Background: an optimization exercise with open tools, aiming at small area. Do not read the settings as production practice.
RTL that was checked went through simulation tests only; none was proved equivalent to the original.
Power and IR drop assume default switching activity.

run Y:
==> flow/design.v (excerpt) <==
module top(
	input						clk,
	input						rst_n,
	input 	[8-1:0]	pixel_in,
	input						valid_in,
	input	[2-1:0]color_in,
	input						last_col_in,
	input						last_pic_in,
	input	[3-1:0]	mode_in,
	output 	[8-1:0]	pixel_out,
	output						valid_out,
	output  [2-1:0]color_out,
	output						last_col_out,
	output						last_pic_out,
	output						finish_operation
);
	reg	[8-1:0]	pixel_in_reg;    
	reg						valid_in_reg;    
	reg	[2-1:0]color_in_reg;    
	reg						last_col_in_reg; 
	reg						last_pic_in_reg; 
	reg	[3-1:0]	mode_reg;       
	reg	[8-1:0]	pixel_out_reg,   n_pixel_out_reg;
	reg						valid_out_reg,   n_valid_out_reg;
	reg	[2-1:0]color_out_reg,   n_color_out_reg;
	reg						last_col_out_reg,n_last_col_out_reg;
	reg						last_pic_out_reg,n_last_pic_out_reg;
	reg						finish_reg, n_finish_reg;
	assign pixel_out   		= pixel_out_reg;
	assign valid_out   		= valid_out_reg;
	assign color_out   		= color_out_reg;
	assign last_col_out		= last_col_out_reg;
	assign last_pic_out		= last_pic_out_reg;
  ...
Size: ~4100 cells after synthesis, roughly 1000 flip-flops, ~0.049 mm2 of cells after synthesis.
Settings: LEC_CHECK=0, CAP_MARGIN=20, CORE_MARGIN=2, CORE_UTILIZATION=40, SLEW_MARGIN=20; clock period 10.0 ns.
run.sh (not shown) runs the stock make flow with config.mk's settings and CLKGATE_MAP_FILE= SYNTH_SCRIPT=/design/flow/synth_recipe.tcl, a recipe that flattens the netlist after the stock synthesis.
Run Y completed end to end with timing, DRC and antenna clean.
Inputs modified between run Y and run D:
Settings: setting CTS_CLUSTER_SIZE to 20 for the first time; setting CTS_BUF_LIST to sky130_fd_sc_hd__clkbuf_4 for the first time.
Findings:
| portion of the clock cycle consumed by the worst path in the final layout | run D vs run Y | ≈ equal |. Measured against each other, run Y and run D differ in total via count in the routed design, the lower figure coming from run Y. Compared with run Y, run D shows a area added between synthesis and finish that is 0.46 points lower. Result for run Y and run D: all clean. Taking run Y as the reference, in run D non-clock buffer count shows an increase of 1.4%; area of all placed cells without fillers shows a reduction of about 0.4%; combinational group share of total power shows an increase of 1.2 points; worst path setup slack after routing shows an increase of 0.010 ns. Run D against run Y: proportion of synthesized chip area in sequential cells level; number of clock buffers in the layout moved up; average wire per standard cell moved down.

========
## cedar
top, a different RTL version from the one above (not shown whole).
For scale: roughly 3,900 cells after synthesis, about 930 flip-flops, about 32 I/O pins.
==> flow/design.v (excerpt) <==
module top(
	input						clk,
	input						rst_n,
	input 	[8-1:0]	pixel_in,
	input						valid_in,
	input	[2-1:0]color_in,
	input						last_col_in,
	input						last_pic_in,
	input	[3-1:0]	mode_in,
	output 	[8-1:0]	pixel_out,
	output						valid_out,
	output  [2-1:0]color_out,
	output						last_col_out,
	output						last_pic_out,
	output						finish_operation
);
clock: 10.0 ns
lec_check: 0
cap_margin: 20
core_margin: 2
core_utilization: 40
cts_buf_list: sky130_fd_sc_hd__clkbuf_16
cts_cluster_diameter: 60
cts_cluster_size: 25
slew_margin: 20
Setup changes, cedar to indigo
- CTS_CLUSTER_DIAMETER now 50, was 60
- CTS_CLUSTER_SIZE now 16, was 25
- CTS_BUF_LIST now sky130_fd_sc_hd__clkbuf_8, was sky130_fd_sc_hd__clkbuf_16
Results
- indigo completed; timing, DRC and antenna clean
- Going from cedar to indigo, worst hold margin comparable, maximum cell stage delay along the critical path lost 0.16 ns, post-layout instance area lower.
- Re remaining antenna violation count after routing: no difference whatsoever between indigo and cedar.
- As far as number of synthesized register bits is concerned, indigo and cedar perform about the same.
- Power dissipated by switching net loads (lower): indigo
- Of cedar and indigo, the higher total power belongs to cedar.
No functional check of the RTL was part of any run of this note.

========
Setup of P:
Another version of the RTL of top (not shown whole).
Size: roughly 930 flip-flops, ~0.047 sq mm of cells after synthesis.
export LEC_CHECK = 0
export CAP_MARGIN = 20
export CORE_MARGIN = 2
export CORE_UTILIZATION = 40
export CTS_BUF_LIST = sky130_fd_sc_hd__clkbuf_8
export CTS_CLUSTER_DIAMETER = 60
export CTS_CLUSTER_SIZE = 20
export SLEW_MARGIN = 20
create_clock -name core_clock -period 10.0 [get_ports {clk}]
Modified inputs, Q compared to P
Settings: CTS_CLUSTER_SIZE: 20 -> 30; CTS_CLUSTER_DIAMETER: 60 -> 80; CTS_BUF_LIST: sky130_fd_sc_hd__clkbuf_8 -> sky130_fd_sc_hd__clkbuf_16.
--- outcome ---
When the final numbers for P and Q were put side by side, the power share of the clock group turned out to be greater in P. Delta (Q minus P): routed wire length shows a reduction of about 0.7%, final worst-path cycle share shows an increase of 0.23 points, cell area after layout shows no meaningful change. Max H-tree depth reported by CTS across P and Q: P.
No run of this note included a check of the RTL's function; only the layout flow was run.

========
Another version of the RTL of top (not shown whole).
Size: roughly 3600 cells after synthesis, ~920 flip-flops, ~0.042 sq mm of cells after synthesis.
clock: 10.0 ns
lec_check: 0
abc_area: 1
cap_margin: 20
core_margin: 2
core_utilization: 75
slew_margin: 20
standard.sh (not shown) runs the stock make flow with config.mk's settings and CLKGATE_MAP_FILE= SYNTH_SCRIPT=/design/flow/synth_recipe.tcl, a recipe that flattens the netlist after the stock synthesis.
==> flow/flow/run.sh <==
#!/bin/bash
# The standard layout with two changes:
# - the synthesis maps with an area-oriented ABC script (flow/abc_area.script);
#   everything else in it is the standard flow's own synthesis script (synth_recipe.tcl)
# - clock tree synthesis adds no dummy loads (inverters that drive nothing)
set -euo pipefail
HERE=$(pwd)
cat > "$HERE/area_synth.tcl" <<EOT
proc abc {args} {
  set i [lsearch -exact \$args -script]
  if {\$i >= 0} { set args [lreplace \$args [expr {\$i+1}] [expr {\$i+1}] $HERE/flow/abc_area.script] }
  yosys abc {*}\$args
}
source $HERE/synth_recipe.tcl
EOT
bash standard.sh SYNTH_SCRIPT="$HERE/area_synth.tcl" \
  CTS_ARGS="-sink_clustering_enable -repair_clock_nets -dont_use_dummy_load -sink_clustering_size 16 -sink_clustering_max_diameter 50 -buf_list sky130_fd_sc_hd__clkbuf_8" \
  finish > standard.log 2>&1
==> flow/flow/abc_area.script <==
strash
dch -f
amap -m -F 3 -A 10
topo
stime -c
The starting point produced a clean layout.
Rerun with:
Settings changed: CORE_UTILIZATION 75 to 65.
=> Register-to-register slack improved by 0.17 ns; power shrinks by 0.53%; utilization shrinks by 10 points; die area grows by 15%; routed wire length shrinks by 5.3%; maximum frequency grows by 1.9%; count of clock-buffer cells in the layout grows by 6; global-route usage shrinks by 6.9 points; worst hold slack got worse by 0.12 ns.

port drivers added, routing unchanged:
Ports are ideal in the flow. The routed layouts listed here were re-timed in OpenROAD. Step 1 assumes that a clkbuf_16 drives the clock port and a buf_2 every other input. Step 2 moves the port delays by t, midway between the first and last clock arrival at a register: inputs arrive t later, outputs are due t later. That takes back most of the time a late clock gives input paths. Three values: ideal, step 1, step 2; two values: the first two.
run | t, ns | setup WS [ns] | worst hold slack (ns) | worst setup path at the end | clock arrival spread, ns
run Y | 0.751 | 0.547 / 0.547 / 0.547 | 0.326 / 0.326 / 0.326 | register to register | 0.095 / 0.094
run D | 1.200 | 0.557 / 0.557 / 0.557 | 0.308 / 0.308 / 0.308 | register to register | 0.157 / 0.157
cedar | 0.726 | 0.684 / 0.684 / 0.684 | 0.333 / 0.333 / 0.333 | register to register | 0.039 / 0.039
indigo | 0.823 | 0.624 / 0.624 / 0.624 | 0.336 / 0.336 / 0.336 | register to register | 0.054 / 0.054
P | 0.817 | 0.849 / 0.849 / 0.849 | 0.330 / 0.330 / 0.330 | register to register | 0.053 / 0.052
Q | 0.736 | 0.826 / 0.826 / 0.826 | 0.337 / 0.337 / 0.337 | register to register | 0.056 / 0.056
the first run of note 4 | 0.731 | 0.701 / 0.701 / 0.701 | 0.339 / 0.339 / 0.339 | register to register | 0.102 / 0.102
the second run of note 4 | 0.729 | 0.870 / 0.870 / 0.870 | 0.215 / 0.215 / 0.215 | register to register | 0.128 / 0.128
After both steps setup and hold are still met in every run listed.
